Source: an optimization exercise on an open RTL-to-GDS flow (aim: small area, a short achievable clock period and few clock cycles per item). Production flows keep margins and buffers that such runs may drop.
In this exercise RTL edits were held to simulation tests only and were not proved equivalent to the original.
No activity file was given, so power comes from the tool's default toggle rates.

==> design/flow/design.v <==
module cache(
    clk,
    proc_reset,
    proc_read,
    proc_write,
    proc_addr,
    proc_rdata,
    proc_wdata,
    proc_stall,
    mem_read,
    mem_write,
    mem_addr,
    mem_rdata,
    mem_wdata,
    mem_ready
);
    input          clk;
    input          proc_reset;
    input          proc_read, proc_write;
    input   [29:0] proc_addr;
    input   [31:0] proc_wdata;
    output         proc_stall;
    output  [31:0] proc_rdata;
    input  [127:0] mem_rdata;
    input          mem_ready;
    output         mem_read, mem_write;
    output  [27:0] mem_addr;
    output [127:0] mem_wdata;
    integer i, k;
    reg [127:0] data_r  [0:7];
    reg  [25:0] tag_r   [0:7];
    reg   [7:0] valid_r;
    reg   [7:0] dirty_r;
    reg   [3:0] lru_r;           
    reg         done_r, wb_r, rd_r;
    reg         stall_r;         
    reg   [7:0] hw_r;            
    reg   [7:0] vs_r;            
    reg         vw_r;            
    reg   [7:0] fl_r;            
    reg   [3:0] so_r;            
    reg   [3:0] sw_r;            
    reg         way_r;           
    reg  [31:0] rdata_r;
    reg  [27:0] maddr_r;
    reg [127:0] mwdata_r;
    wire  [1:0] idx    = proc_addr[3:2];
    wire  [1:0] off    = proc_addr[1:0];
    wire [25:0] tag_in = proc_addr[29:4];
    wire        req    = proc_read | proc_write;
    wire        look   = ~(done_r | rd_r);
    wire [3:0] sset  = 4'b0001 << idx;
    wire [3:0] sword = 4'b0001 << off;
    reg [3:0] vict_set, vdirty_set;
    always @(*) begin
        for (i = 0; i < 4; i = i + 1) begin
            vict_set[i] = valid_r[2*i] ? (valid_r[2*i+1] ? lru_r[i] : 1'b1) : 1'b0;
            vdirty_set[i] = vict_set[i] ? (valid_r[2*i+1] & dirty_r[2*i+1])
                                        : (valid_r[2*i] & dirty_r[2*i]);
        end
    end
    reg [7:0] vsel;      
    reg [7:0] sv;        
    always @(*) begin
        for (i = 0; i < 8; i = i + 1) begin
            vsel[i] = sset[i/2] & (vict_set[i/2] == i[0]);
            sv[i] = sset[i/2] & valid_r[i];
        end
    end
    wire [7:0] hv_n;     
    genvar gl;
    generate
        for (gl = 0; gl < 8; gl = gl + 1) begin : g_match
            tag_miss u_miss(.a(tag_r[gl]), .b(tag_in), .v(sv[gl]), .y(hv_n[gl]));
        end
    endgenerate
    wire [7:0] hv = ~hv_n;
    wire hit0, hit1;
    g_nand4 u_hit0(.a(hv_n[0]), .b(hv_n[2]), .c(hv_n[4]), .d(hv_n[6]), .y(hit0));
    g_nand4 u_hit1(.a(hv_n[1]), .b(hv_n[3]), .c(hv_n[5]), .d(hv_n[7]), .y(hit1));
    wire hit  = hit0 | hit1;
    wire vict       = |(sset & vict_set);
    wire vict_dirty = |(sset & vdirty_set);
    reg [127:0] blk0, blk1;
    reg  [25:0] vtag;
    always @(*) begin
        blk0 = 128'd0;
        blk1 = 128'd0;
        vtag = 26'd0;
        for (i = 0; i < 4; i = i + 1) begin
            blk0 = blk0 | ({128{sset[i]}} & data_r[2*i]);
            blk1 = blk1 | ({128{sset[i]}} & data_r[2*i+1]);
        end
        for (i = 0; i < 8; i = i + 1)
            vtag = vtag | ({26{vs_r[i]}} & tag_r[i]);
    end
    wire [127:0] vblk = vw_r ? blk1 : blk0;
    reg [31:0] w0, w1, wm;
    always @(*) begin
        w0 = 32'd0;
        w1 = 32'd0;
        wm = 32'd0;
        for (k = 0; k < 4; k = k + 1) begin
            w0 = w0 | ({32{sword[k]}} & blk0[32*k +: 32]);
            w1 = w1 | ({32{sword[k]}} & blk1[32*k +: 32]);
            wm = wm | ({32{so_r[k]}} & mem_rdata[32*k +: 32]);
        end
    end
    wire wb_busy = wb_r & ~mem_ready;    
    wire miss = look & req & ~hit;
    wire fill = rd_r & mem_ready;
    wire to_done = (look & req & hit) | fill;
    wire to_rd = (miss & ~wb_busy) | (rd_r & ~mem_ready);
    wire to_wb = (fill & vict_dirty) | wb_busy;
    assign proc_stall = stall_r;
    assign proc_rdata = rdata_r;
    assign mem_write  = wb_r;
    assign mem_read   = rd_r;
    assign mem_addr   = maddr_r;
    assign mem_wdata  = mwdata_r;
    reg [127:0] din;
    always @(*) begin
        for (k = 0; k < 4; k = k + 1)
            din[32*k +: 32] = sw_r[k] ? proc_wdata : mem_rdata[32*k +: 32];
    end
    always @(posedge clk) begin
        hw_r     <= hv & {8{proc_write & look}};
        rdata_r  <= hit1 ? w1 : ((|fl_r) ? wm : w0);
        vs_r     <= vsel;
        vw_r     <= vict;
        so_r     <= sword;
        sw_r     <= sword & {4{proc_write}};
        way_r    <= rd_r ? vict : hit1;
        if (fill | (~rd_r & ~wb_busy))
            maddr_r <= {rd_r ? vtag : tag_in, idx};
        if (fill)
            mwdata_r <= vblk;
        for (i = 0; i < 8; i = i + 1) begin
            for (k = 0; k < 4; k = k + 1)
                if ((fl_r[i] & mem_ready) | (hw_r[i] & sw_r[k]))
                    data_r[i][32*k +: 32] <= din[32*k +: 32];
            if (fl_r[i] & mem_ready)
                tag_r[i] <= tag_in;
            if ((fl_r[i] & mem_ready) | hw_r[i])
                dirty_r[i] <= proc_write;
        end
        for (i = 0; i < 4; i = i + 1)
            if (sset[i] & done_r)
                lru_r[i] <= ~way_r;
    end
    always @(posedge clk) begin
        if (proc_reset) begin
            done_r  <= 1'b0;
            wb_r    <= 1'b0;
            rd_r    <= 1'b0;
            stall_r <= 1'b1;
            valid_r <= 8'd0;
            fl_r    <= 8'd0;
        end else begin
            fl_r    <= vsel & {8{to_rd}};
            done_r  <= to_done;
            wb_r    <= to_wb;
            rd_r    <= to_rd;
            stall_r <= ~to_done;
            for (i = 0; i < 8; i = i + 1)
                if (fl_r[i] & mem_ready)
                    valid_r[i] <= 1'b1;
        end
    end
endmodule
module tag_miss(
    input  [25:0] a,
    input  [25:0] b,
    input         v,
    output        y
);
    wire [25:0] d;
    wire [13:0] ok1;     
    wire  [6:0] bad2;    
    wire  [2:0] ok3;
    genvar g;
    generate
        for (g = 0; g < 26; g = g + 1) begin : g_d
            g_xor2 u(.a(a[g]), .b(b[g]), .y(d[g]));
        end
        for (g = 0; g < 13; g = g + 1) begin : g_ok1
            g_nor2 u(.a(d[2*g]), .b(d[2*g+1]), .y(ok1[g]));
        end
    endgenerate
    assign ok1[13] = v;
    generate
        for (g = 0; g < 7; g = g + 1) begin : g_bad2
            g_nand2 u(.a(ok1[2*g]), .b(ok1[2*g+1]), .y(bad2[g]));
        end
    endgenerate
    g_nor3  u_ok3a(.a(bad2[0]), .b(bad2[1]), .c(bad2[2]), .y(ok3[0]));
    g_nor2  u_ok3b(.a(bad2[3]), .b(bad2[4]), .y(ok3[1]));
    g_nor2  u_ok3c(.a(bad2[5]), .b(bad2[6]), .y(ok3[2]));
    g_nand3 u_y(.a(ok3[0]), .b(ok3[1]), .c(ok3[2]), .y(y));
endmodule
module g_xor2(input a, input b, output y);
    assign y = a ^ b;
endmodule
module g_nor2(input a, input b, output y);
    assign y = ~(a | b);
endmodule
module g_nand2(input a, input b, output y);
    assign y = ~(a & b);
endmodule
module g_nor3(input a, input b, input c, output y);
    assign y = ~(a | b | c);
endmodule
module g_nand3(input a, input b, input c, output y);
    assign y = ~(a & b & c);
endmodule
module g_nand4(input a, input b, input c, input d, output y);
    assign y = ~(a & b & c & d);
endmodule
==> design/flow/flow/run.sh <==
#!/bin/bash
# The standard layout, with three changes: ports are buffered with buf_2
# cells instead of the default delay-buffer cells; the resizer may swap cells
# across footprints (so those buffers can be resized like any other cell);
# and clock tree synthesis adds no dummy loads.
set -euo pipefail
bash standard.sh MATCH_CELL_FOOTPRINT=0 \
  "BUFFER_PORTS_ARGS=-buffer_cell sky130_fd_sc_hd__buf_2" \
  "CTS_ARGS=-sink_clustering_enable -repair_clock_nets -sink_clustering_size 25 -sink_clustering_max_diameter 100 -dont_use_dummy_load" \
  finish > standard.log 2>&1
==> design/flow/standard.sh <==
#!/bin/bash
# synth_recipe.tcl (not shown) runs the flow's synth.tcl, then flattens the netlist and writes it again
# the make line also repeats each setting of config.mk as NAME=value (left out here)
make -C /OpenROAD-flow-scripts/flow DESIGN_CONFIG=/design/flow/config.mk WORK_HOME=/design/flow/orfs CLKGATE_MAP_FILE= SYNTH_SCRIPT=/design/flow/synth_recipe.tcl "${@:-finish}"
==> design/flow/config.mk <==
export PLATFORM = sky130hd
export DESIGN_NAME = cache
export DESIGN_NICKNAME = cache
export VERILOG_FILES = /design/flow/design.v
export SDC_FILE = /design/flow/constraint.sdc
export NUM_CORES = 4
export LEC_CHECK = 0
export CAP_MARGIN = 20
export CORE_MARGIN = 2
export CORE_UTILIZATION = 60
export CTS_CLUSTER_DIAMETER = 100
export CTS_CLUSTER_SIZE = 25
export SETUP_SLACK_MARGIN = 5.0
export SLEW_MARGIN = 20
export SYNTH_HIERARCHICAL = 1
export SYNTH_MINIMUM_KEEP_SIZE = 0
export TNS_END_PERCENT = 15
==> design/flow/constraint.sdc <==
create_clock -name core_clock -period 8.0 [get_ports {clk}]
set_input_delay 1.6000 -clock core_clock [delete_from_list [all_inputs] [get_ports {clk}]]
set_output_delay 1.6000 -clock core_clock [all_outputs]
set_load 0.01 [all_outputs]
==> results_dict.tcl, run 1 <==
set metrics [dict create \
    cts-hold-fix-buffers 0 \
    cts_tree "done" \
    via_per_inst 6.960 \
    max_stage_delay_ps 570 \
    final_util 0.6697 \
    ys_types 48 \
    core_sq_um 101900 \
    critical_path_class "in -> reg" \
    clock_latency_ps 680 \
    dieWidth_microns 324.8 \
    max_slew.worst_pin.slew_ps 1385 \
    grt_pass1_wl_microns 279200 \
    htreeDepth 3 \
    synthAdderAreaFrac 0 \
    start_util 0.6059 \
    maxCapViolCount 0 \
    hold_viol 0 \
    cp-end-kind "register" \
    yosysSeqAreaShare 0.7063 \
    synth_simple_gate_area_frac 0.05727 \
    synth_top_family_by_area "multiplexers" \
    grt_pass1_vias 36750 \
    placed_area_sq_um 65170 \
    syn_area_per_cell_sq_um 15.97 \
    firstDrtPassIters 6 \
    syn_area_sq_um 61740 \
    final_area_sq_um 68240 \
    slew_viol_final 0 \
    skew_ps 68.47 \
    vdd_drop_max_uv 187.7 \
    crit_path_max_fanout 42 \
    drt_iter0_markers 6280 \
    grt_max_degree 110 \
    hp-class "reg -> reg" \
    route.vias.total 38850 \
    start_kind "input pin" \
    rsz0062_at_grt "yes" \
    relSlewSlack 0.06690 \
    crit_slowest_cell "buf_4" \
    cts_root_buf "clkbuf_16" \
    num-nets-final 4403 \
    detail-route-antenna-nets 0 \
    cts_buffers 69 \
    synth_nets 4061 \
    globalRoute.totalOverflow 0 \
    fp.dieH_microns 324.8 \
    worstPathRequired_ps 8200 \
    synth_edf_count 1400 \
    tns_ps 0 \
    power_density_nw_per_um2 205.9 \
    io_pins 386 \
    grt_usage 0.3786 \
    portBuffers 385 \
    rows 117 \
    max_clock_freq_mhz 307.2 \
    cts.sinks 1478 \
    yosysWarnings 11 \
    syn2layout_area_growth_pct 10.53 \
    dieArea_sq_um 105500 \
    worstPathArrival_ps 3460 \
    clock_tree.buffer_depth 3 \
    clk_pin_slew_ps 100 \
    period_minus_slack_ps 3256 \
    synth_compound_gate_area_share 0.07568 \
    post_synth_xor_area_fraction 0.02951 \
    synthArstFlopShare 0 \
    post-route-drc-count 0 \
    status "finished clean" \
    place_congestion 0.9553 \
    synthFlopType "edfxtp_1" \
    netlist_instances 3866 \
    routedWlPerCell_microns 36.77 \
    ys_ff_latch 1478 \
    whs_ps 503.5 \
    hpwl_microns 121700 \
    synthMuxAreaShare 0.1137 \
    timing.final.crit_share 0.4069 \
    totalWireLength_microns 205300 \
    final-setup-viol-count 0 \
    layout-drive-gt1-share 0.2558 \
    antenna_found_initial 17 \
    finalPower_mw 14.05 \
    p_leak_nw 23.21 \
    path_cells "buf_16 -> buf_4 -> mux4_2 -> nand2_1 -> o21ai_0" \
]
-- registers in the layout, indices dropped and copies added, names as in the netlist --
| name | count |
|---|---|
| sw_r | 4 |
| valid_r | 8 |
| vw_r | 1 |
| wb_r | 1 |
| hw_r | 8 |
| done_r | 1 |
| maddr_r | 28 |
| stall_r | 1 |
| fl_r | 8 |
| mwdata_r | 128 |
| tag_r | 208 |
| rd_r | 1 |
| rdata_r | 32 |
| data_r | 1024 |
| lru_r | 4 |
| vs_r | 8 |
| dirty_r | 8 |
| way_r | 1 |
| so_r | 4 |
-- report_power, final --
group | switching, mW | internal (mW) | leakage, nW
Clock | 2.29 | 1.55 | 0.850
Combinational | 0.946 | 0.498 | 9.05
Sequential | 0.103 | 8.66 | 13.3
-- per-module statistics from Yosys (local to each module, per instance), a selection --
module | times used | flops+latches | area [sq um]
g_nand3 | 8 | 0 | 5.005
g_nand4 | 2 | 0 | 6.256
g_nor2 | 120 | 0 | 3.754
g_nor3 | 8 | 0 | 10.01
cache | 1 | 1478 | 59120
g_xor2 | 208 | 0 | 8.758
g_nand2 | 56 | 0 | 3.754
-- area by class of cell --
cell class	instances	area (sq um)
clock buffer	69	1727
inverter	21	85.08
timing repair buffer	498	3640
sequential	1478	43620
antenna	8	20.02
fill	7177	33650
multi-input combinational	2140	17430
tap	1368	1712
-- logic make-up after synthesis --
family,after synthesis
flip-flops,1478
AND/OR/NAND/NOR,830
AO/OA/AOI/OAI,623
multiplexers,478
buffers and inverters,249
XOR/XNOR,208
-- metal layers --
metal / GRT usage / vias up / part of all wire / routed length [microns]
li1: - / 15610 / - / -
met1: 0.5547 / 19860 / 0.38 / 77570
met2: 0.5530 / 2927 / 0.44 / 89600
met3: 0.1016 / 442 / 0.14 / 29140
met4: 0.1344 / 8 / 0.043 / 8800
met5: 0 / - / 0.00070 / 144
-- cell usage after synthesis, types with 11 or more instances --
cell type,count,share of area
edfxtp_1,1400,0.68
nand2_1,479,0.029
xor2_1,208,0.030
mux2_2,185,0.034
nor2_1,182,0.011
mux4_2,160,0.058
mux2i_1,133,0.022
clkbuf_1,132,0.0080
a22o_1,109,0.015
a22oi_1,85,0.010
a221oi_1,82,0.012
dfxtp_1,78,0.025
o21ai_1,68,0.0055
and2_1,67,0.0068
a31o_2,64,0.0091
a31oi_1,58,0.0059
o21ai_0,53,0.0043
buf_2,52,0.0042
nand3_1,31,0.0025
nor2b_1,30,0.0030
buf_1,27,0.0016
a211oi_1,24,0.0029
o2111ai_1,24,0.0034
a211o_1,23,0.0033
inv_1,20,0.0012
a31o_1,14,0.0020
nand2b_1,14,0.0014
a21oi_1,11,0.00089
buf_4,11,0.0013
-- final timing paths --
kind	start	endpoint	slack, ps	cells after the start
worst max-delay path	proc_addr[3]	mwdata_r[16]$_DFFE_PP_	4740	5
worst min-delay path	valid_r[6]$_SDFFE_PP0P_	vs_r[6]$_DFF_P_	500	1
worst min register to register	valid_r[6]$_SDFFE_PP0P_	vs_r[6]$_DFF_P_	500	1
worst max register to register	vw_r$_DFF_P_	mwdata_r[0]$_DFFE_PP_	4770	3
-- critical path: cells and delay by family --
family	cells	cell delay, ps
AOI/OAI and AO/OA	1	500
buffers and inverters	2	780
muxes	1	420
and+or+nand+nor	1	80
-- placed cells by master, fill, tap and decap left out, types with 14 or more instances in the layout --
cell       netlist  final
nand2_1        479    441
a211o_1         23     23
a22o_1         109    109
a211oi_1        24     21
nand3_1         31     28
edfxtp_1      1400   1400
nand2_2          0     25
nand2b_1        14     14
a31oi_1         58     57
o21ai_1         68     68
buf_4           11     70
a31o_1          14     14
clkbuf_16        0     89
and2_1          67     64
dfxtp_1         78     62
mux2_2         185    185
a22oi_1         85     84
mux4_2         160    160
a31o_2          64     62
o21ai_0         53     52
nor2_1         182    177
mux2i_1        133    133
o2111ai_1       24     22
buf_6            6     21
xor2_1         208    207
nor2b_1         30     25
a221oi_1        82     82
buf_2           52    356
dfxtp_2          0     15
-- stage by stage --
stage / worst slack (ps) / std cells
after floorplan: 3943 / 3866
after global placement: 2695 / 5459
after detailed placement: 2744 / 5460
after CTS: 4811 / 5548
after global routing: 4744 / 5578
final: 4744 / 5582
-- repair_timing --
item	4_1_cts	5_1_grt
buffers inserted	7	14
resized for setup	95	83
hold endpoints to repair	0	0
setup endpoints to repair	175	112
pin swaps	13	18
cloned	12	12
Testbench counts, summed over its fixed seeds: cycles 94,456, requests 18,000.
==> inputs of run 2 (changes only) <==
--- a/design/flow/config.mk
+++ b/design/flow/config.mk
@@ -14,4 +14,4 @@
 export SLEW_MARGIN = 20
 export SYNTH_HIERARCHICAL = 1
 export SYNTH_MINIMUM_KEEP_SIZE = 0
-export TNS_END_PERCENT = 15
+export TNS_END_PERCENT = 5
==> results_dict.tcl, run 2 <==
set metrics [dict create \
    status "finished clean" \
    synth_nets 4061 \
    grt_usage 0.3778 \
    p_leak_nw 23.05 \
    power_density_nw_per_um2 206.7 \
    cpLargestDelayFamily "flip-flops" \
    synthArstFlopShare 0 \
    slew_viol_final 0 \
    clock_tree.buffer_depth 3 \
    synthAdderAreaFrac 0 \
    syn_area_sq_um 61740 \
    yosysWarnings 11 \
    ys_top_cells_by_count "1400 x edfxtp_1, 479 x nand2_1, 208 x xor2_1" \
    top_register "data_r" \
    routedWlPerCell_microns 36.64 \
    hpwl_microns 121700 \
    grt_pass1_wl_microns 278600 \
    tns_ps 0 \
    max_slew.worst_pin.slew_ps 1133 \
    synthMuxAreaShare 0.1137 \
    synthFlopType "edfxtp_1" \
    synth_top_family_by_area "multiplexers" \
    post-route-drc-count 0 \
    layout_common_cells "1400 x edfxtp_1, 442 x nand2_1, 361 x buf_2" \
    timing.final.crit_share 0.4049 \
    core_sq_um 101900 \
    clock_latency_ps 680 \
    cp-end-kind "primary output" \
    synth_largest_area_cell "edfxtp_1" \
    via_per_inst 6.958 \
    grt_max_degree 110 \
    post_synth_xor_area_fraction 0.02951 \
    relSlewSlack 0.2445 \
    final-setup-viol-count 0 \
    cts_tree "done" \
    critical_path_class "reg -> out" \
    portBuffers 385 \
    skew_ps 67.44 \
    dieWidth_microns 324.8 \
    detail-route-antenna-nets 0 \
    synth_simple_gate_area_frac 0.05727 \
    hold_depth 2 \
    dpl.cell_count 5460 \
    route.vias.total 38720 \
    crit_path_max_fanout 1 \
    antenna_found_initial 16 \
    yosysMostFrequentCell "edfxtp_1" \
    ys_types 48 \
    layout-drive-gt1-share 0.2507 \
    ys_ff_latch 1478 \
    timing.rr.start "vw_r$_DFF_P_" \
    rrSetupSlack_ps 4800 \
    cts_buffers 69 \
    worstPathRequired_ps 6400 \
    globalRoute.totalOverflow 0 \
    drt_iter0_markers 6175 \
    io_pins 386 \
    final_cells 5564 \
    rsz0062_at_grt "yes" \
    maxCapViolCount 0 \
    fp.dieH_microns 324.8 \
    dieArea_sq_um 105500 \
    fin_ws_ps 4761 \
    start_util 0.6059 \
    hold_viol 0 \
    worstPathArrival_ps 1640 \
    synthTopCellsByArea "edfxtp_1 68%, mux4_2 5.8%, mux2_2 3.4%" \
    cts_root_buf "clkbuf_16" \
    cts.sinks 1478 \
    cts-hold-fix-buffers 0 \
    max_stage_delay_ps 710 \
    netlist_instances 3866 \
    num-nets-final 4386 \
    syn2layout_area_growth_pct 9.913 \
    largest_reg_flops 1024 \
    whs_endpoint "valid_r[4]$_SDFFE_PP0P_" \
    whs_ps 505.7 \
    period_minus_slack_ps 3239 \
    totalWireLength_microns 203800 \
    fillers 7233 \
    r2r-end "mwdata_r[0]$_DFFE_PP_" \
    rows 117 \
    path_cells "buf_2" \
    pre_cts_ws_ps 2744 \
    max_clock_freq_mhz 308.7 \
    synth_top_area_frac 0.6810 \
    place_congestion 0.9553 \
    htreeDepth 3 \
    synth_edf_count 1400 \
    finalPower_mw 14.03 \
    yosysSeqAreaShare 0.7063 \
    crit_slowest_cell "edfxtp_1" \
    syn_area_per_cell_sq_um 15.97 \
    vdd_drop_max_uv 188.2 \
    path_buf_inv 1 \
    top_regs "data_r x1024, tag_r x208, mwdata_r x128" \
    synth_compound_gate_area_share 0.07568 \
    hp-class "reg -> reg" \
    clk_pin_slew_ps 100 \
    layout_commonest_cell "edfxtp_1" \
    start_kind "register" \
    ff2ff_path_depth 3 \
    firstDrtPassIters 7 \
    grt_pass1_vias 36750 \
    min_from "valid_r[4]$_SDFFE_PP0P_" \
]
[run 2: layout make-up]
type / count / area (sq um) / share of cell area
timing repair buffer: 481 / 3333 / 0.04912
clock buffer: 69 / 1727 / 0.02545
sequential: 1478 / 43620 / 0.6429
multi-input combinational: 2140 / 17360 / 0.2558
antenna: 7 / 17.52 / 0.0002582
inverter: 21 / 85.08 / 0.001254
tap: 1368 / 1712 / 0.02522
[run 2: modules after synthesis, one instance, submodules excluded, a selection]
module / flip-flops and latches / copies in the design / area [sq um] / cells inside
cache: 1478 / 1 / 59120 / 3464
g_nor3: 0 / 8 / 10.01 / 1
g_xor2: 0 / 208 / 8.758 / 1
g_nand4: 0 / 2 / 6.256 / 1
g_nand3: 0 / 8 / 5.005 / 1
g_nand2: 0 / 56 / 3.754 / 1
g_nor2: 0 / 120 / 3.754 / 1
[run 2: kinds of logic (layout without fill, tap and decap cells)]
logic type                count (synthesis)  after routing
other                                     0              7
muxes                                   478            478
DFF                                    1478           1478
xor gates and xnor gates                208            208
buffers and inverters                   249            571
and+or+nand+nor                         830            831
AOI/OAI and AO/OA                       623            623
[run 2: through the flow]
step             util  cell area, sq um
3_3_place_gp   0.6395             65160
5_1_grt        0.6659             67850
4_1_cts        0.6626             67510
6_report       0.6660             67860
2_1_floorplan       -             61760
3_5_place_dp   0.6396             65170
[run 2: power by group]
group | internal [mW] | switching [mW]
combinational | 0.483 | 0.936
sequential | 8.66 | 0.103
clock | 1.55 | 2.29
[run 2: worst max path at each step]
stage	from	to	slack (ps)	depth (start not counted)
2_1_floorplan	mem_ready	mwdata_r[0]$_DFFE_PP_	3940	3
3_3_place_gp	proc_addr[3]	fl_r[0]$_SDFF_PP0_	2700	11
3_5_place_dp	proc_addr[3]	rdata_r[15]$_DFF_P_	2740	7
4_1_cts	mwdata_r[92]$_DFFE_PP_	mem_wdata[92]	4810	1
5_1_grt	mwdata_r[92]$_DFFE_PP_	mem_wdata[92]	4740	1
6_report	mwdata_r[120]$_DFFE_PP_	mem_wdata[120]	4760	1
[run 2: what timing repair did]
action | CTS | global route
setup buffers | 7 | 2
pin swaps | 13 | 2
endpoints found under the setup margin | 175 | 129
gates cloned | 10 | 9
resized for setup | 92 | 30
[run 2: routing by layer]
layer | vias up | global-route usage | routed length [microns]
met5 | - | 0 | 88
met3 | 452 | 0.09868 | 28150
met1 | 19730 | 0.5552 | 77920
li1 | 15580 | - | -
met4 | 8 | 0.1331 | 8458
met2 | 2950 | 0.5524 | 89230
==> inputs of run 3 (changes only) <==
--- a/design/flow/design.v
+++ b/design/flow/design.v
@@ -81,30 +81,26 @@
     wire hit  = hit0 | hit1;
     wire vict       = |(sset & vict_set);
     wire vict_dirty = |(sset & vdirty_set);
-    reg [127:0] blk0, blk1;
+    wire [127:0] blk0, blk1;
+    wire  [31:0] w0, w1, wm;
+    genvar gb;
+    generate
+        for (gb = 0; gb < 128; gb = gb + 1) begin : g_blk
+            sel_ao4 u0(.s(sset), .d({data_r[6][gb], data_r[4][gb], data_r[2][gb], data_r[0][gb]}), .y(blk0[gb]));
+            sel_ao4 u1(.s(sset), .d({data_r[7][gb], data_r[5][gb], data_r[3][gb], data_r[1][gb]}), .y(blk1[gb]));
+        end
+        for (gb = 0; gb < 32; gb = gb + 1) begin : g_word
+            sel_ao4 u0(.s(sword), .d({blk0[96+gb], blk0[64+gb], blk0[32+gb], blk0[gb]}), .y(w0[gb]));
+            sel_ao4 u1(.s(sword), .d({blk1[96+gb], blk1[64+gb], blk1[32+gb], blk1[gb]}), .y(w1[gb]));
+            sel_ao4 um(.s(so_r), .d({mem_rdata[96+gb], mem_rdata[64+gb], mem_rdata[32+gb], mem_rdata[gb]}), .y(wm[gb]));
+        end
+    endgenerate
+    wire [127:0] vblk = vw_r ? blk1 : blk0;
     reg  [25:0] vtag;
     always @(*) begin
-        blk0 = 128'd0;
-        blk1 = 128'd0;
         vtag = 26'd0;
-        for (i = 0; i < 4; i = i + 1) begin
-            blk0 = blk0 | ({128{sset[i]}} & data_r[2*i]);
-            blk1 = blk1 | ({128{sset[i]}} & data_r[2*i+1]);
-        end
         for (i = 0; i < 8; i = i + 1)
             vtag = vtag | ({26{vs_r[i]}} & tag_r[i]);
-    end
-    wire [127:0] vblk = vw_r ? blk1 : blk0;
-    reg [31:0] w0, w1, wm;
-    always @(*) begin
-        w0 = 32'd0;
-        w1 = 32'd0;
-        wm = 32'd0;
-        for (k = 0; k < 4; k = k + 1) begin
-            w0 = w0 | ({32{sword[k]}} & blk0[32*k +: 32]);
-            w1 = w1 | ({32{sword[k]}} & blk1[32*k +: 32]);
-            wm = wm | ({32{so_r[k]}} & mem_rdata[32*k +: 32]);
-        end
     end
     wire wb_busy = wb_r & ~mem_ready;    
     wire miss = look & req & ~hit;
@@ -198,6 +194,13 @@
     g_nor2  u_ok3c(.a(bad2[5]), .b(bad2[6]), .y(ok3[2]));
     g_nand3 u_y(.a(ok3[0]), .b(ok3[1]), .c(ok3[2]), .y(y));
 endmodule
+module sel_ao4(
+    input  [3:0] s,
+    input  [3:0] d,
+    output       y
+);
+    assign y = (s[0] & d[0]) | (s[1] & d[1]) | (s[2] & d[2]) | (s[3] & d[3]);
+endmodule
 module g_xor2(input a, input b, output y);
     assign y = a ^ b;
 endmodule
--- a/design/flow/config.mk
+++ b/design/flow/config.mk
@@ -14,4 +14,4 @@
 export SLEW_MARGIN = 20
 export SYNTH_HIERARCHICAL = 1
 export SYNTH_MINIMUM_KEEP_SIZE = 0
-export TNS_END_PERCENT = 5
+export TNS_END_PERCENT = 15
==> results_dict.tcl, run 3 <==
set metrics [dict create \
    netlist_instances 3713 \
    antenna_found_initial 13 \
    synthTopCellsByArea "edfxtp_1 72%, a22oi_1 9.0%, mux2_2 5.0%" \
    route.vias.total 37530 \
    grt_usage 0.3563 \
    drt_iter0_markers 5448 \
    core_sq_um 96850 \
    globalRoute.totalOverflow 0 \
    slew_viol_final 0 \
    intPower_mw 10.65 \
    clock_latency_ps 680 \
    place_congestion 0.8678 \
    hold_viol 0 \
    ys_ff_latch 1478 \
    htreeDepth 3 \
    crit_slowest_cell "nor2b_4" \
    met2_usage 0.5560 \
    start_util 0.6068 \
    synthFlopType "edfxtp_1" \
    p_sw_mw 3.231 \
    tns_ps 0 \
    ys_types 37 \
    pre_cts_ws_ps 3317 \
    io_pins 386 \
    path_cells "clkbuf_4 -> nor2b_4 -> buf_4 -> and2_1 -> nand2_1 -> nor2_1 -> nand3_1 -> nand4_1 -> nor2_1 -> o2111ai_1 -> a21o_1 -> nor2_1" \
    grt_pass1_wl_microns 251800 \
    vdd_drop_max_uv 196.1 \
    seqPwrFrac 0.630 \
    fin_ws_ps 4932 \
    layout_commonest_cell "edfxtp_1" \
    routedWlPerCell_microns 33.83 \
    synth_nets 3908 \
    grt_max_degree 121 \
    syn2layout_area_growth_pct 11.45 \
    max_clock_freq_mhz 326.0 \
    firstDrtPassIters 6 \
    cts_root_buf "clkbuf_16" \
    detail-route-antenna-nets 0 \
    layout-drive-gt1-share 0.2169 \
    synth_top_area_frac 0.7154 \
    cts.sinks 1478 \
    crit_path_max_fanout 11 \
    top_register "data_r" \
    whs_ps 509.3 \
    synthArstFlopShare 0 \
    p_leak_nw 22.70 \
    multi_input_area_sq_um 14990 \
    clock_tree.buffer_depth 3 \
    seq_area_sq_um 43620 \
    timing.final.crit_share 0.3834 \
    synth_largest_area_cell "edfxtp_1" \
    yosysSeqAreaShare 0.7419 \
    status "finished clean" \
    final-setup-viol-count 0 \
    num-nets-final 4411 \
    synth_edf_count 1400 \
    clkPwrFrac 0.274 \
    portBuffers 385 \
    largest_reg_flops 1024 \
    swShare 0.2328 \
    cts_tree "done" \
    fillers 6686 \
    cts-hold-fix-buffers 0 \
    fp.dieH_microns 317.0 \
    skew_ps 64.49 \
    hp-class "reg -> reg" \
    syn_area_sq_um 58770 \
    maxCapViolCount 0 \
    pwr-share-comb 0.096 \
    cp-end-kind "register" \
    top_regs "data_r x1024, tag_r x208, mwdata_r x128" \
    yosysMostFrequentCell "edfxtp_1" \
    rows 114 \
    relSlewSlack 0.2046 \
    period_minus_slack_ps 3068 \
    met1_usage 0.5063 \
    dieArea_sq_um 100500 \
    post-route-drc-count 0 \
    totalWireLength_microns 185900 \
    power_density_nw_per_um2 211.9 \
    via_per_inst 6.830 \
    hpwl_microns 103000 \
    cts_buffers 69 \
    max_stage_delay_ps 320 \
    ys_top_cells_by_count "1400 x edfxtp_1, 704 x a22oi_1, 519 x nand2_1" \
    use_met3 0.07715 \
    worstPathRequired_ps 8520 \
    layout_common_cells "1400 x edfxtp_1, 699 x a22oi_1, 485 x nand2_1" \
    busiest_layer "met2" \
    finalPower_mw 13.88 \
    syn_area_per_cell_sq_um 15.83 \
    max_slew.worst_pin.slew_ps 1188 \
    cp_common_cell "nor2_1" \
    yosysWarnings 11 \
    worstPathArrival_ps 3590 \
    clk_pin_slew_ps 100 \
    start_kind "input pin" \
    critical_path_class "in -> reg" \
    rsz0062_at_grt "yes" \
    dieWidth_microns 317.0 \
    grt_pass1_vias 35300 \
]
run 3: cell types whose count changed after synthesis, sizes merged, moves of 57 or more:
| cell | change |
|---|---|
| mux4 | -160 |
| a22oi | +619 |
| a22o | -57 |
| a31o | -78 |
| mux2 | +76 |
| clkbuf | -108 |
| o21ai | -85 |
| mux2i | -101 |
| and2 | -57 |
run 3: what timing repair did:
action / 4_1_cts / 5_1_grt
buffers inserted: 13 / 8
gates resized for setup: 61 / 50
endpoints found under the setup margin: 180 / 81
cloned: 13 / 12
pin swaps: 5 / 8
run 3: per-module statistics from Yosys, one instance, submodules excluded, a selection:
module | cell area (sq um) | copies in the design | flops+latches
g_nor3 | 10.01 | 8 | 0
sel_ao4 | 18.77 | 352 | 0
g_nand2 | 3.754 | 56 | 0
g_nand4 | 6.256 | 2 | 0
g_nand3 | 5.005 | 8 | 0
cache | 49550 | 1 | 1478
run 3: per-layer routing:
metal  routed length, microns  vias up
met2                    86480     2552
met4                     6048        4
met5                      116        -
li1                         -    15670
met3                    22360      285
met1                    70890    19030
run 3: per-stage QoR:
step | util | instance area [sq um] | instances
2_1_floorplan | - | 58810 | 3713
3_3_place_gp | 0.6475 | 62710 | 5374
3_5_place_dp | 0.6475 | 62710 | 5374
4_1_cts | 0.6709 | 64970 | 5469
5_1_grt | 0.6762 | 65490 | 5493
6_report | 0.6763 | 65500 | 5495
run 3: path summary, 6_finish.rpt:
path	slack, ps	cells after the start	from	to
worst max-delay path	4930	12	proc_addr[3]	fl_r[1]$_SDFF_PP0_
worst min register to register	510	2	valid_r[7]$_SDFFE_PP0P_	valid_r[7]$_SDFFE_PP0P_
worst max register to register	5330	4	sw_r[3]$_DFF_P_	data_r[1][119]$_DFFE_PP_
worst min-delay path	510	2	valid_r[7]$_SDFFE_PP0P_	valid_r[7]$_SDFFE_PP0P_
run 3: cells by family after synthesis:
group	synth area share
flops	0.7419
compound gates	0.1132
simple gates	0.05069
mux	0.05546
xor+xnor	0.03100
buf+inv	0.007686
run 3: power by group through the flow:
| stage | clock network (mW) | logic [mW] | registers [mW] |
|---|---|---|---|
| 3_5_place_dp | 0 | 1.22 | 8.92 |
| 5_1_grt | 4.07 | 1.40 | 8.75 |
| 6_report | 3.80 | 1.33 | 8.75 |
| 2_1_floorplan | 0 | 0.636 | 8.92 |
| 4_1_cts | 3.84 | 1.27 | 8.74 |
| 3_3_place_gp | 0 | 1.20 | 8.92 |
run 3: area by class of cell:
| cell class | instances | area share |
|---|---|---|
| timing repair buffer | 501 | 0.05278 |
| clock buffer | 69 | 0.02636 |
| sequential | 1478 | 0.6660 |
| inverter | 24 | 0.001433 |
| tap | 1276 | 0.02438 |
| multi-input combinational | 2142 | 0.2288 |
| antenna | 5 | 0.0001910 |
run 3: worst max-delay path: cells and delay by family:
kind | cells | cell delay [ps]
AO/OA/AOI/OAI | 2 | 380
AND/OR/NAND/NOR | 8 | 1140
buffers and inverters | 2 | 450
Testbench counts of run 3, summed over its fixed seeds: cycles 94,456, requests 18,000.
==> inputs of run 4 (changes only) <==
==> design/flow/flow/run.sh (replaced) <==
#!/bin/bash
set -euo pipefail
bash standard.sh MATCH_CELL_FOOTPRINT=0 SETUP_SLACK_MARGIN=5.5 \
  "BUFFER_PORTS_ARGS=-buffer_cell sky130_fd_sc_hd__buf_2" \
  "CTS_ARGS=-sink_clustering_enable -repair_clock_nets -sink_clustering_size 25 -sink_clustering_max_diameter 100 -dont_use_dummy_load" \
  finish > standard.log 2>&1
--- a/design/flow/config.mk
+++ b/design/flow/config.mk
@@ -10,8 +10,7 @@
 export CORE_UTILIZATION = 60
 export CTS_CLUSTER_DIAMETER = 100
 export CTS_CLUSTER_SIZE = 25
-export SETUP_SLACK_MARGIN = 5.0
 export SLEW_MARGIN = 20
 export SYNTH_HIERARCHICAL = 1
 export SYNTH_MINIMUM_KEEP_SIZE = 0
-export TNS_END_PERCENT = 15
+export TNS_END_PERCENT = 5
==> results_dict.tcl, run 4 <==
set metrics [dict create \
    status "finished clean" \
    period_minus_slack_ps 3068 \
    hp-class "reg -> reg" \
    synthArstFlopShare 0 \
    worstPathRequired_ps 8300 \
    power_density_nw_per_um2 204.9 \
    top_regs "data_r x1024, tag_r x208, mwdata_r x128" \
    synthFlopType "edfxtp_1" \
    syn2layout_area_growth_pct 17.61 \
    routedWlPerCell_microns 36.37 \
    min_from "way_r$_DFF_P_" \
    cts_tree "done" \
    critical_path.startpoint "mem_ready" \
    intPower_mw 10.78 \
    syn_area_per_cell_sq_um 15.83 \
    rrSetupSlack_ps 5310 \
    htreeDepth 3 \
    tns_ps 0 \
    dieArea_sq_um 100500 \
    max_stage_delay_ps 580 \
    globalRoute.totalOverflow 0 \
    layout-drive-gt1-share 0.2959 \
    p_sw_mw 3.380 \
    ff2ff_path_depth 4 \
    grt_pass1_wl_microns 273000 \
    yosysWarnings 11 \
    grt_usage 0.3918 \
    cts_buffers 69 \
    ys_types 37 \
    r2r-end "data_r[4][23]$_DFFE_PP_" \
    clkPwrFrac 0.271 \
    synth_largest_area_cell "edfxtp_1" \
    via_per_inst 7.005 \
    grt_pass1_vias 36660 \
    yosysMostFrequentCell "edfxtp_1" \
    start_kind "input pin" \
    ys_top_cells_by_count "1400 x edfxtp_1, 704 x a22oi_1, 519 x nand2_1" \
    firstDrtPassIters 5 \
    seqPwrFrac 0.617 \
    clock_tree.buffer_depth 3 \
    max_slew.worst_pin.slew_ps 998.2 \
    crit_path_max_fanout 23 \
    io_pins 386 \
    synth_nets 3908 \
    cts_root_buf "clkbuf_16" \
    synthTopCellsByArea "edfxtp_1 72%, a22oi_1 9.0%, mux2_2 5.0%" \
    path_cells "buf_2 -> nand2_1 -> nand2_2 -> buf_4" \
    detail-route-antenna-nets 0 \
    route.vias.total 39490 \
    num-nets-final 4553 \
    rsz0062_at_grt "yes" \
    portBuffers 385 \
    maxCapViolCount 0 \
    cts.sinks 1478 \
    top_register "data_r" \
    relSlewSlack 0.3346 \
    hpwl_microns 102600 \
    ys_ff_latch 1478 \
    largest_reg_flops 1024 \
    worstPathArrival_ps 3370 \
    place_congestion 0.8626 \
    layout_common_cells "1400 x edfxtp_1, 566 x a22oi_1, 411 x nand2_1" \
    hold_depth 1 \
    start_util 0.6068 \
    synth_edf_count 1400 \
    whs_endpoint "lru_r[3]$_DFFE_PP_" \
    drt_iter0_markers 5699 \
    max_clock_freq_mhz 325.9 \
    vdd_drop_max_uv 166.4 \
    p_leak_nw 24.22 \
    final_cells 5638 \
    post-route-drc-count 0 \
    cp-end-kind "register" \
    antenna_found_initial 11 \
    timing.final.crit_share 0.3835 \
    crit_slowest_cell "buf_4" \
    grt_max_degree 79 \
    yosysSeqAreaShare 0.7419 \
    dpl.cell_count 5378 \
    dieWidth_microns 317.0 \
    pwr-share-comb 0.112 \
    clock_latency_ps 680 \
    synth_top_area_frac 0.7154 \
    netlist_instances 3713 \
    syn_area_sq_um 58770 \
    layout_commonest_cell "edfxtp_1" \
    timing.rr.start "sw_r[0]$_DFF_P_" \
    core_sq_um 96850 \
    skew_ps 72.10 \
    totalWireLength_microns 205000 \
    final-setup-viol-count 0 \
    slew_viol_final 0 \
    swShare 0.2386 \
    clk_pin_slew_ps 100 \
    critical_path_class "in -> reg" \
    fp.dieH_microns 317.0 \
    hold_viol 0 \
    rows 114 \
]
-- run 4: repair_timing --
| item | 4_1_cts | 5_1_grt |
|---|---|---|
| hold buffers | 0 | 0 |
| gates cloned | 70 | 25 |
| pin swaps | 145 | 84 |
| setup buffers | 58 | 32 |
| gates resized for setup | 362 | 225 |
| setup endpoints to repair | 1141 | 1166 |
-- run 4: power by group through the flow --
stage                     Sequential (mW)  Clock (mW)  Combinational [mW]
final                                8.74        3.84                1.58
after global routing                 8.75        4.07                1.64
after CTS                            8.73        3.84                1.43
after detailed placement             8.91           0                1.21
after global placement               8.91           0                1.19
after floorplan                      8.92           0               0.637
-- run 4: worst max-delay path by stage --
| stage | endpoint | cells past startpoint | slack [ps] |
|---|---|---|---|
| finish | data_r[1][121]$_DFFE_PP_ | 4 | 4930 |
| global route | mem_wdata[50] | 1 | 4980 |
| CTS | mem_wdata[50] | 1 | 5000 |
| detailed placement | rdata_r[31]$_DFF_P_ | 9 | 3440 |
| global placement | rdata_r[14]$_DFF_P_ | 9 | 3020 |
| floorplan | fl_r[7]$_SDFF_PP0_ | 11 | 2500 |
-- run 4: cells by family after synthesis --
group | Yosys count | share of synthesized area
muxes | 293 | 0.05546
AOI/OAI and AO/OA | 885 | 0.1132
and+or+nand+nor | 750 | 0.05069
xor gates and xnor gates | 208 | 0.03100
buffers and inverters | 99 | 0.007686
DFF | 1478 | 0.7419
-- run 4: cell type report --
type	count	area (sq um)
repair buffers	640	5794
inverters	24	103.9
diodes	6	15.01
clock buffers	69	1727
fillers	6365	27740
flip-flops and latches	1478	43620
well taps	1276	1597
multi-input cells	2145	16260
-- run 4: metal layers --
layer	global-route usage	vias to the layer above	part of all wire
met1	0.5386	19860	0.36
li1	-	15960	-
met5	0	-	0.00026
met2	0.6077	3094	0.45
met3	0.09776	573	0.14
met4	0.1544	8	0.055
-- run 4: metrics by stage --
step                area, sq um  hold WS, ps  power [mW]    util  setup WS (ps)
floorplan                 58790        457.7       9.555       -           2500
global placement          62720        490.5       10.10  0.6475           3021
detailed placement        62730        507.7       10.11  0.6477           3437
CTS                       67510        513.6       14.01  0.6971           4998
global route              69110        556.8       14.45  0.7135           4985
finish                    69120        516.2       14.16  0.7136           4932
-- run 4: critical path: cells and delay by family --
| kind | cells | cell delay [ps] |
|---|---|---|
| buffers and inverters | 2 | 800 |
| AND/OR/NAND/NOR | 2 | 870 |
-- run 4: modules after synthesis (local to each module, per instance), a selection --
module | copies in the design | area [sq um] | flip-flops and latches
g_nand2 | 56 | 3.754 | 0
g_nor2 | 120 | 3.754 | 0
g_nand4 | 2 | 6.256 | 0
g_nor3 | 8 | 10.01 | 0
g_xor2 | 208 | 8.758 | 0
g_nand3 | 8 | 5.005 | 0
cache | 1 | 49550 | 1478
==> inputs of run 5 (changes only) <==
--- a/design/flow/design.v
+++ b/design/flow/design.v
@@ -36,7 +36,7 @@
     reg         stall_r;         
     reg   [7:0] hw_r;            
     reg   [7:0] vs_r;            
-    reg         vw_r;            
+    reg         vw0_r, vw1_r;    
     reg   [7:0] fl_r;            
     reg   [3:0] so_r;            
     reg   [3:0] sw_r;            
@@ -95,7 +95,7 @@
             sel_ao4 um(.s(so_r), .d({mem_rdata[96+gb], mem_rdata[64+gb], mem_rdata[32+gb], mem_rdata[gb]}), .y(wm[gb]));
         end
     endgenerate
-    wire [127:0] vblk = vw_r ? blk1 : blk0;
+    wire [127:0] vblk = ({128{vw1_r}} & blk1) | ({128{vw0_r}} & blk0);
     reg  [25:0] vtag;
     always @(*) begin
         vtag = 26'd0;
@@ -119,18 +119,30 @@
         for (k = 0; k < 4; k = k + 1)
             din[32*k +: 32] = sw_r[k] ? proc_wdata : mem_rdata[32*k +: 32];
     end
+    wire  [27:0] maddr_n;
+    wire [127:0] mwdata_n;
+    wire         maddr_ld = fill | (~rd_r & ~wb_busy);
+    wire  [27:0] maddr_d = {rd_r ? vtag : tag_in, idx};
+    genvar gm;
+    generate
+        for (gm = 0; gm < 28; gm = gm + 1) begin : g_maddr
+            hold_mux u(.ld(maddr_ld), .q(maddr_r[gm]), .d(maddr_d[gm]), .y(maddr_n[gm]));
+        end
+        for (gm = 0; gm < 128; gm = gm + 1) begin : g_mwdata
+            hold_mux u(.ld(fill), .q(mwdata_r[gm]), .d(vblk[gm]), .y(mwdata_n[gm]));
+        end
+    endgenerate
     always @(posedge clk) begin
         hw_r     <= hv & {8{proc_write & look}};
         rdata_r  <= hit1 ? w1 : ((|fl_r) ? wm : w0);
         vs_r     <= vsel;
-        vw_r     <= vict;
+        vw1_r    <= vict;
+        vw0_r    <= ~vict;
         so_r     <= sword;
         sw_r     <= sword & {4{proc_write}};
         way_r    <= rd_r ? vict : hit1;
-        if (fill | (~rd_r & ~wb_busy))
-            maddr_r <= {rd_r ? vtag : tag_in, idx};
-        if (fill)
-            mwdata_r <= vblk;
+        maddr_r  <= maddr_n;
+        mwdata_r <= mwdata_n;
         for (i = 0; i < 8; i = i + 1) begin
             for (k = 0; k < 4; k = k + 1)
                 if ((fl_r[i] & mem_ready) | (hw_r[i] & sw_r[k]))
@@ -194,6 +206,14 @@
     g_nor2  u_ok3c(.a(bad2[5]), .b(bad2[6]), .y(ok3[2]));
     g_nand3 u_y(.a(ok3[0]), .b(ok3[1]), .c(ok3[2]), .y(y));
 endmodule
+module hold_mux(
+    input  ld,
+    input  q,
+    input  d,
+    output y
+);
+    assign y = ld ? d : q;
+endmodule
 module sel_ao4(
     input  [3:0] s,
     input  [3:0] d,
==> design/flow/flow/run.sh (replaced) <==
#!/bin/bash
# The standard layout, with three changes: ports are buffered with buf_2
# cells instead of the default delay-buffer cells; the resizer may swap cells
# across footprints (so those buffers can be resized like any other cell);
# and clock tree synthesis adds no dummy loads.
set -euo pipefail
bash standard.sh MATCH_CELL_FOOTPRINT=0 \
  "BUFFER_PORTS_ARGS=-buffer_cell sky130_fd_sc_hd__buf_2" \
  "CTS_ARGS=-sink_clustering_enable -repair_clock_nets -sink_clustering_size 25 -sink_clustering_max_diameter 100 -dont_use_dummy_load" \
  finish > standard.log 2>&1
--- a/design/flow/config.mk
+++ b/design/flow/config.mk
@@ -10,6 +10,7 @@
 export CORE_UTILIZATION = 60
 export CTS_CLUSTER_DIAMETER = 100
 export CTS_CLUSTER_SIZE = 25
+export SETUP_SLACK_MARGIN = 5.0
 export SLEW_MARGIN = 20
 export SYNTH_HIERARCHICAL = 1
 export SYNTH_MINIMUM_KEEP_SIZE = 0
==> results_dict.tcl, run 5 <==
set metrics [dict create \
    synth_edf_count 1244 \
    clock_tree.buffer_depth 3 \
    top_regs "data_r x1024, tag_r x208, mwdata_r x128" \
    cpLargestDelayFamily "simple AND/OR/NAND/NOR gates" \
    synth_top_family_by_area "compound AO/OA/AOI/OAI gates" \
    timing.rr.start "sw_r[3]$_DFF_P_" \
    grt_max_degree 161 \
    num-nets-final 4529 \
    htreeDepth 3 \
    post-route-drc-count 0 \
    fin_ws_ps 4757 \
    cts_tree "done" \
    min_from "mwdata_r[93]$_DFF_P_" \
    syn_area_per_cell_sq_um 15.25 \
    grt_usage 0.3624 \
    synthAdderAreaFrac 0 \
    grt_pass1_wl_microns 262600 \
    p_leak_nw 23.64 \
    antenna_found_initial 4 \
    whs_ps 488.6 \
    power_density_nw_per_um2 224.1 \
    relSlewSlack 0.1699 \
    pre_cts_ws_ps 3618 \
    crit_cells 4 \
    cts.sinks 1479 \
    cts-hold-fix-buffers 0 \
    synth_simple_gate_area_frac 0.05040 \
    dieWidth_microns 318.3 \
    max_clock_freq_mhz 308.4 \
    layout-drive-gt1-share 0.2091 \
    route.vias.total 38700 \
    ys_ff_latch 1479 \
    whs_endpoint "mwdata_r[93]$_DFF_P_" \
    status "finished clean" \
    syn_area_sq_um 59280 \
    drt_iter0_markers 5597 \
    skew_ps 73.73 \
    post_synth_xor_area_fraction 0.03073 \
    fillers 7109 \
    yosysSeqAreaShare 0.7095 \
    place_congestion 0.8226 \
    synth_largest_area_cell "edfxtp_1" \
    netlist_instances 3886 \
    max_slew.worst_pin.slew_ps 1245 \
    cts_root_buf "clkbuf_16" \
    period_minus_slack_ps 3243 \
    crit_path_max_fanout 19 \
    portBuffers 385 \
    largest_reg_flops 1024 \
    timing.final.crit_share 0.4053 \
    hp-class "reg -> reg" \
    hold_viol 0 \
    top_register "data_r" \
    path_buf_inv 2 \
    slew_viol_final 0 \
    synth_compound_gate_area_share 0.1311 \
    ff2ff_path_depth 4 \
    synthFlopType "edfxtp_1" \
    vdd_drop_max_uv 175.5 \
    synthTopCellsByArea "edfxtp_1 63%, a22oi_1 8.9%, dfxtp_1 7.9%" \
    final-setup-viol-count 0 \
    rows 115 \
    crit_slowest_cell "nand2_2" \
    rrSetupSlack_ps 4930 \
    final_util 0.6668 \
    layout_common_cells "1244 x edfxtp_1, 704 x a22oi_1, 484 x nand2_1" \
    yosysMostFrequentCell "edfxtp_1" \
    start_kind "input pin" \
    synth_nets 4081 \
    detail-route-antenna-nets 0 \
    clk_pin_slew_ps 90 \
    core_sq_um 98130 \
    clock_latency_ps 680 \
    tns_ps 0 \
    worstPathRequired_ps 8300 \
    globalRoute.totalOverflow 0 \
    path_cells "buf_2 -> nand2_1 -> nand2_2 -> buf_4" \
    routedWlPerCell_microns 33.72 \
    dieArea_sq_um 101300 \
    syn2layout_area_growth_pct 10.38 \
    via_per_inst 6.883 \
    rsz0062_at_grt "yes" \
    cp-end-kind "register" \
    hold_depth 1 \
    yosysWarnings 11 \
    synth_top_area_frac 0.6302 \
    cts_buffers 69 \
    start_util 0.6041 \
    layout_commonest_cell "edfxtp_1" \
    firstDrtPassIters 6 \
    io_pins 386 \
    max_stage_delay_ps 720 \
    critical_path_class "in -> reg" \
    synthMuxAreaShare 0.06999 \
    hpwl_microns 104600 \
    ys_types 38 \
    fp.dieH_microns 318.3 \
    maxCapViolCount 0 \
    synthArstFlopShare 0 \
    ys_top_cells_by_count "1244 x edfxtp_1, 704 x a22oi_1, 519 x nand2_1" \
    totalWireLength_microns 189600 \
    r2r-end "data_r[7][107]$_DFFE_PP_" \
    worstPathArrival_ps 3540 \
    grt_pass1_vias 36730 \
]
[run 5: changes by cell type in the layout (fill, tap and decap cells not counted), moves of 31 or more]
cell | before | now
dfxtp_1 | 67 | 218
nand2_2 | 101 | 18
clkbuf_16 | 116 | 75
buf_4 | 122 | 58
a22oi_1 | 566 | 704
edfxtp_1 | 1400 | 1244
a22o_1 | 52 | 180
a22oi_2 | 138 | 0
nand2_1 | 411 | 484
mux2_2 | 212 | 132
buf_12 | 36 | 5
mux2_4 | 49 | 156
buf_6 | 51 | 8
[run 5: report_power, final]
group | leakage (nW) | internal (mW) | switching, mW | total [mW]
clock | 0.850 | 1.55 | 2.27 | 3.82
sequential | 13.2 | 8.68 | 0.272 | 8.96
combinational | 9.60 | 0.802 | 1.08 | 1.89
total | 23.6 | 11.0 | 3.62 | 14.7
[run 5: layer usage]
metal | vias up | global-route usage | share of wire
met5 | - | 0 | 0
met4 | 0 | 0.1414 | 0.044
met3 | 397 | 0.07295 | 0.12
met2 | 2581 | 0.5540 | 0.45
met1 | 19530 | 0.5166 | 0.39
li1 | 16200 | - | -
[run 5: cell type report]
| cell class | count | area [sq um] | area share |
|---|---|---|---|
| timing repair buffer | 461 | 2850 | 0.04356 |
| multi-input combinational | 2297 | 17050 | 0.2605 |
| inverter | 25 | 97.59 | 0.001492 |
| tap | 1287 | 1610 | 0.02461 |
| timing repair inverter | 1 | 5.005 | 0.00007649 |
| sequential | 1479 | 42090 | 0.6432 |
| clock buffer | 69 | 1727 | 0.02639 |
| antenna | 4 | 10.01 | 0.0001530 |
[run 5: per-module statistics from Yosys (local to each module, per instance), a selection]
module / area, sq um / cells / times used / flip-flops and latches
g_nor3: 10.01 / 1 / 8 / 0
g_nand3: 5.005 / 1 / 8 / 0
g_xor2: 8.758 / 1 / 208 / 0
hold_mux: 15.01 / 1 / 156 / 0
sel_ao4: 18.77 / 3 / 352 / 0
g_nand2: 3.754 / 1 / 56 / 0
g_nand4: 6.256 / 1 / 2 / 0
cache: 47720 / 2272 / 1 / 1479
g_nor2: 3.754 / 1 / 120 / 0
[run 5: cells by family (layout without fill, tap and decap cells)]
| family | count (synthesis) | after routing |
|---|---|---|
| xor gates and xnor gates | 208 | 208 |
| muxes | 320 | 320 |
| DFF | 1479 | 1479 |
| other | 0 | 4 |
| and+or+nand+nor | 751 | 754 |
| buffers and inverters | 114 | 556 |
| AOI/OAI and AO/OA | 1014 | 1015 |
[run 5: how the worst max path moves through the flow]
stage	start	end	slack, ps
2_1_floorplan	proc_addr[3]	fl_r[7]$_SDFF_PP0_	2490
3_3_place_gp	proc_addr[3]	rdata_r[12]$_DFF_P_	3690
3_5_place_dp	proc_addr[3]	fl_r[0]$_SDFF_PP0_	3620
4_1_cts	rd_r$_SDFF_PP0_	mem_read	4820
5_1_grt	mem_ready	data_r[2][75]$_DFFE_PP_	4820
6_report	mem_ready	data_r[2][75]$_DFFE_PP_	4760
[run 5: per-stage QoR]
step,power (mW),cell area [sq um],instances
after floorplan,10.09,59320,3886
after CTS,14.63,65150,5607
final,14.66,65430,5623
after global routing,15.05,65430,5623
after detailed placement,10.93,63140,5523
after global placement,10.90,63140,5523
[run 5: what timing repair did]
| item | CTS | global route |
|---|---|---|
| setup endpoints to repair | 277 | 277 |
| resized for setup | 37 | 35 |
| pin swaps | 4 | 4 |
| buffers inserted | 9 | 5 |
| gates cloned | 6 | 7 |
Testbench counts of run 5, summed over its fixed seeds: cycles 94,456, requests 18,000.
==> inputs of run 6 (changes only) <==
--- a/design/flow/design.v
+++ b/design/flow/design.v
@@ -60,13 +60,18 @@
         end
     end
     reg [7:0] vsel;      
-    reg [7:0] sv;        
-    always @(*) begin
-        for (i = 0; i < 8; i = i + 1) begin
+    always @(*) begin
+        for (i = 0; i < 8; i = i + 1)
             vsel[i] = sset[i/2] & (vict_set[i/2] == i[0]);
-            sv[i] = sset[i/2] & valid_r[i];
-        end
-    end
+    end
+    wire [7:0] sv;
+    wire [1:0] idx_n = ~idx;
+    genvar gs;
+    generate
+        for (gs = 0; gs < 8; gs = gs + 1) begin : g_sv
+            g_and3 u(.a(gs[2] ? idx[1] : idx_n[1]), .b(gs[1] ? idx[0] : idx_n[0]), .c(valid_r[gs]), .y(sv[gs]));
+        end
+    endgenerate
     wire [7:0] hv_n;     
     genvar gl;
     generate
@@ -74,11 +79,11 @@
             tag_miss u_miss(.a(tag_r[gl]), .b(tag_in), .v(sv[gl]), .y(hv_n[gl]));
         end
     endgenerate
-    wire [7:0] hv = ~hv_n;
     wire hit0, hit1;
     g_nand4 u_hit0(.a(hv_n[0]), .b(hv_n[2]), .c(hv_n[4]), .d(hv_n[6]), .y(hit0));
     g_nand4 u_hit1(.a(hv_n[1]), .b(hv_n[3]), .c(hv_n[5]), .d(hv_n[7]), .y(hit1));
-    wire hit  = hit0 | hit1;
+    wire nhit;
+    g_nor2 u_nhit(.a(hit0), .b(hit1), .y(nhit));
     wire vict       = |(sset & vict_set);
     wire vict_dirty = |(sset & vdirty_set);
     wire [127:0] blk0, blk1;
@@ -103,10 +108,7 @@
             vtag = vtag | ({26{vs_r[i]}} & tag_r[i]);
     end
     wire wb_busy = wb_r & ~mem_ready;    
-    wire miss = look & req & ~hit;
     wire fill = rd_r & mem_ready;
-    wire to_done = (look & req & hit) | fill;
-    wire to_rd = (miss & ~wb_busy) | (rd_r & ~mem_ready);
     wire to_wb = (fill & vict_dirty) | wb_busy;
     assign proc_stall = stall_r;
     assign proc_rdata = rdata_r;
@@ -132,15 +134,43 @@
             hold_mux u(.ld(fill), .q(mwdata_r[gm]), .d(vblk[gm]), .y(mwdata_n[gm]));
         end
     endgenerate
+    wire        rst_n = ~proc_reset;
+    wire        go_rd = rst_n & look & req & ~wb_busy;   
+    wire        rd_on = rst_n & rd_r & ~mem_ready;       
+    wire        go_dn = rst_n & look & req;              
+    wire        fl_dn = rst_n & fill;
+    wire        nwl   = ~(proc_write & look);
+    wire        rd_n, done_n, stall_n, way_n;
+    wire  [7:0] fl_n, hw_n;
+    wire [31:0] rdata_n;
+    wire [31:0] wx = (|fl_r) ? wm : w0;
+    g_ao21  u_rd(.a(go_rd), .b(nhit), .c(rd_on), .y(rd_n));
+    g_ooa   u_done(.a(hit0), .b(hit1), .c(go_dn), .d(fl_dn), .y(done_n));
+    g_ooai  u_stall(.a(hit0), .b(hit1), .c(go_dn), .d(fl_dn), .y(stall_n));
+    g_mux2  u_way(.s(rd_r), .a(hit1), .b(vict), .y(way_n));
+    genvar gn;
+    generate
+        for (gn = 0; gn < 8; gn = gn + 1) begin : g_next
+            g_ao21 uf(.a(go_rd & vsel[gn]), .b(nhit), .c(rd_on & vsel[gn]), .y(fl_n[gn]));
+            g_nor2 uh(.a(hv_n[gn]), .b(nwl), .y(hw_n[gn]));
+        end
+        for (gn = 0; gn < 32; gn = gn + 1) begin : g_rdata
+            g_mux2 u(.s(hit1), .a(wx[gn]), .b(w1[gn]), .y(rdata_n[gn]));
+        end
+    endgenerate
     always @(posedge clk) begin
-        hw_r     <= hv & {8{proc_write & look}};
-        rdata_r  <= hit1 ? w1 : ((|fl_r) ? wm : w0);
+        rd_r     <= rd_n;
+        fl_r     <= fl_n;
+        done_r   <= done_n;
+        stall_r  <= stall_n;
+        way_r    <= way_n;
+        hw_r     <= hw_n;
+        rdata_r  <= rdata_n;
         vs_r     <= vsel;
         vw1_r    <= vict;
         vw0_r    <= ~vict;
         so_r     <= sword;
         sw_r     <= sword & {4{proc_write}};
-        way_r    <= rd_r ? vict : hit1;
         maddr_r  <= maddr_n;
         mwdata_r <= mwdata_n;
         for (i = 0; i < 8; i = i + 1) begin
@@ -158,18 +188,10 @@
     end
     always @(posedge clk) begin
         if (proc_reset) begin
-            done_r  <= 1'b0;
             wb_r    <= 1'b0;
-            rd_r    <= 1'b0;
-            stall_r <= 1'b1;
             valid_r <= 8'd0;
-            fl_r    <= 8'd0;
         end else begin
-            fl_r    <= vsel & {8{to_rd}};
-            done_r  <= to_done;
             wb_r    <= to_wb;
-            rd_r    <= to_rd;
-            stall_r <= ~to_done;
             for (i = 0; i < 8; i = i + 1)
                 if (fl_r[i] & mem_ready)
                     valid_r[i] <= 1'b1;
@@ -221,6 +243,21 @@
 );
     assign y = (s[0] & d[0]) | (s[1] & d[1]) | (s[2] & d[2]) | (s[3] & d[3]);
 endmodule
+module g_and3(input a, input b, input c, output y);
+    assign y = a & b & c;
+endmodule
+module g_ao21(input a, input b, input c, output y);
+    assign y = (a & b) | c;
+endmodule
+module g_ooa(input a, input b, input c, input d, output y);
+    assign y = ((a | b) & c) | d;
+endmodule
+module g_ooai(input a, input b, input c, input d, output y);
+    assign y = ~(((a | b) & c) | d);
+endmodule
+module g_mux2(input s, input a, input b, output y);
+    assign y = s ? b : a;
+endmodule
 module g_xor2(input a, input b, output y);
     assign y = a ^ b;
 endmodule
==> results_dict.tcl, run 6 <==
set metrics [dict create \
    status "finished clean" \
    dieWidth_microns 319.5 \
    layout_commonest_cell "edfxtp_1" \
    largest_reg_flops 1024 \
    rrSetupSlack_ps 5030 \
    fp.dieH_microns 319.5 \
    drt_iter0_markers 6094 \
    place_congestion 0.8415 \
    yosysMostFrequentCell "edfxtp_1" \
    rows 115 \
    max_clock_freq_mhz 315.5 \
    route.vias.total 39490 \
    final-setup-viol-count 0 \
    dieArea_sq_um 102100 \
    dpl.cell_count 5534 \
    synth_edf_count 1244 \
    layout-drive-gt1-share 0.2414 \
    fillers 6870 \
    syn_area_sq_um 59730 \
    totalWireLength_microns 197200 \
    skew_ps 72.59 \
    min_from "mwdata_r[127]$_DFF_P_" \
    synth_largest_area_cell "edfxtp_1" \
    clock_tree.buffer_depth 3 \
    cp-end-kind "register" \
    top_regs "data_r x1024, tag_r x208, mwdata_r x128" \
    hpwl_microns 104700 \
    timing.final.crit_share 0.3962 \
    ys_types 42 \
    start_util 0.6060 \
    slew_viol_final 0 \
    worstPathRequired_ps 8310 \
    yosysSeqAreaShare 0.7041 \
    vdd_drop_max_uv 208.1 \
    ff2ff_path_depth 4 \
    syn2layout_area_growth_pct 12.06 \
    critical_path_class "in -> reg" \
    placed_area_sq_um 63700 \
    synthTopCellsByArea "edfxtp_1 63%, a22oi_1 8.8%, dfxtp_1 7.9%" \
    clock_latency_ps 690 \
    rsz0062_at_grt "yes" \
    pre_cts_ws_ps 3027 \
    start_kind "input pin" \
    top_register "data_r" \
    post-route-drc-count 0 \
    grt_usage 0.3742 \
    core_sq_um 98560 \
    grt_max_degree 76 \
    relSlewSlack 0.1774 \
    synthFlopType "edfxtp_1" \
    portBuffers 385 \
    period_minus_slack_ps 3170 \
    worstPathArrival_ps 3480 \
    netlist_instances 3873 \
    ys_ff_latch 1479 \
    htreeDepth 3 \
    maxCapViolCount 0 \
    crit_path_max_fanout 23 \
    layout_common_cells "1244 x edfxtp_1, 676 x a22oi_1, 456 x nand2_1" \
    p_leak_nw 24.44 \
    grt_pass1_vias 37450 \
    power_density_nw_per_um2 224.4 \
    globalRoute.totalOverflow 0 \
    syn_area_per_cell_sq_um 15.42 \
    cts_tree "done" \
    max_slew.worst_pin.slew_ps 1234 \
    cts_root_buf "clkbuf_16" \
    num-nets-final 4576 \
    whs_ps 488.9 \
    timing.rr.start "sw_r[2]$_DFF_P_" \
    cts_buffers 69 \
    ys_top_cells_by_count "1244 x edfxtp_1, 704 x a22oi_1, 495 x nand2_1" \
    antenna_found_initial 9 \
    via_per_inst 6.963 \
    hold_depth 1 \
    firstDrtPassIters 6 \
    final_cells 5671 \
    fin_ws_ps 4830 \
    r2r-end "data_r[0][78]$_DFFE_PP_" \
    synth_nets 4068 \
    cts.sinks 1479 \
    io_pins 386 \
    clk_pin_slew_ps 90 \
    cts-hold-fix-buffers 0 \
    yosysWarnings 11 \
    synthArstFlopShare 0 \
    hp-class "reg -> reg" \
    hold_viol 0 \
    routedWlPerCell_microns 34.77 \
    synth_top_area_frac 0.6254 \
    grt_pass1_wl_microns 271900 \
    final_area_sq_um 66940 \
    detail-route-antenna-nets 0 \
    tns_ps 0 \
    whs_endpoint "mwdata_r[127]$_DFF_P_" \
]
-- run 6: changes by cell type in the layout (fill, tap and decap cells not counted), sizes merged, moves of 16 or more --
| cell | previous run | this run |
|---|---|---|
| nor2 | 175 | 191 |
| mux2i | 32 | 2 |
| nand2 | 519 | 495 |
| mux2 | 288 | 350 |
| buf | 447 | 487 |
| o21ai | 36 | 4 |
-- run 6: how the worst max path moves through the flow --
stage / start / slack, ps / endpoint / cells after the start
after global routing: mem_ready / 4910 / data_r[3][64]$_DFFE_PP_ / 4
final: mem_ready / 4830 / data_r[3][64]$_DFFE_PP_ / 4
after global placement: proc_addr[3] / 3050 / rdata_r[12]$_DFF_P_ / 10
after floorplan: proc_addr[2] / 2580 / rdata_r[10]$_DFF_P_ / 8
after detailed placement: proc_addr[3] / 3030 / rdata_r[12]$_DFF_P_ / 10
after CTS: mem_ready / 4950 / data_r[3][65]$_DFFE_PP_ / 4
-- run 6: logic make-up after synthesis --
logic type | count (synthesis) | share of synthesized area
AND/OR/NAND/NOR | 745 | 0.05002
XOR/XNOR | 208 | 0.03050
flip-flops | 1479 | 0.7041
AO/OA/AOI/OAI | 984 | 0.1278
multiplexers | 352 | 0.08008
buffers and inverters | 105 | 0.007415
-- run 6: routing by layer --
| layer | share of wire | routed length, microns | global-route usage | up-vias |
|---|---|---|---|---|
| li1 | - | - | - | 16280 |
| met1 | 0.37 | 73890 | 0.5243 | 19950 |
| met5 | 0.00014 | 28 | 0 | - |
| met2 | 0.46 | 90320 | 0.5884 | 2788 |
| met3 | 0.12 | 24000 | 0.06959 | 463 |
| met4 | 0.045 | 8931 | 0.1413 | 6 |
-- run 6: cell type report --
class | instances | area (sq um) | share of cell area
sequential | 1479 | 42090 | 0.6287
multi-input combinational | 2292 | 17680 | 0.2641
timing repair buffer | 510 | 3695 | 0.05520
clock buffer | 69 | 1727 | 0.02579
tap | 1287 | 1610 | 0.02406
inverter | 26 | 108.9 | 0.001626
timing repair inverter | 3 | 22.52 | 0.0003365
antenna | 5 | 12.51 | 0.0001869
-- run 6: report_power, final --
| part | switching, mW | internal, mW |
|---|---|---|
| sequential | 0.262 | 8.73 |
| combinational | 1.21 | 0.975 |
| clock | 2.28 | 1.55 |
| total | 3.75 | 11.3 |
-- run 6: timing repair --
item | CTS | global route
pin swaps | 7 | 27
buffers inserted | 15 | 12
gates cloned | 23 | 13
resized for setup | 82 | 97
endpoints found under the setup margin | 216 | 191
-- run 6: Yosys stat by module, one instance, submodules excluded, a selection --
module / flops+latches / cells inside / cell area (sq um)
g_mux2: 0 / 1 / 15.01
g_nor3: 0 / 1 / 10.01
g_and3: 0 / 1 / 6.256
g_ao21: 0 / 1 / 7.507
g_ooa: 0 / 2 / 11.26
g_nand2: 0 / 1 / 3.754
-- run 6: stage by stage --
| stage | power, mW | utilization |
|---|---|---|
| 2_1_floorplan | 10.32 | - |
| 3_3_place_gp | 11.15 | 0.6461 |
| 3_5_place_dp | 11.19 | 0.6463 |
| 4_1_cts | 14.95 | 0.6725 |
| 5_1_grt | 15.39 | 0.6791 |
| 6_report | 15.02 | 0.6791 |
-- run 6: critical path, cell delays in order --
cell,delay (ps)
buf_2,250
nand2_1,330
nand2_2,570
buf_4,690
Testbench counts of run 6, summed over its fixed seeds: cycles 94,456, requests 18,000.

## static timing again, ports no longer ideal
How much do the figures lean on ideal ports? The routed layouts below were timed once more, with nothing changed but the port constraints. Step 1 sets driving cells, clkbuf_16 on the clock port and buf_2 on the other inputs (assumed; they add their load-dependent delay and slew). Step 2 times the ports against the registers' clock, not the clock port: input delays grow and output delays shrink by t, the midpoint of the rising clock arrivals with the driver on. a / b / c = no drivers / after step 1 / after step 2; a / b = the first two.
run	t, ns	slack for setup (ns)	worst setup path after step 2	worst register clock-pin slew, ns
run 1	0.724	4.744 / 4.553 / 3.829	input to register	0.10 / 0.10
run 2	0.723	4.761 / 4.611 / 3.888	input to register	0.11 / 0.11
run 3	0.719	4.932 / 4.867 / 4.206	input to register	0.10 / 0.10
run 4	0.721	4.932 / 4.916 / 4.199	input to register	0.10 / 0.10
run 5	0.727	4.757 / 4.745 / 4.018	input to register	0.10 / 0.10
run 6	0.730	4.830 / 4.802 / 4.072	input to register	0.11 / 0.11
After both steps setup and hold are still met in every run listed. The setup slack of run 1, which loses most, moves by -0.191 ns with the drivers and by -0.915 ns with both steps.
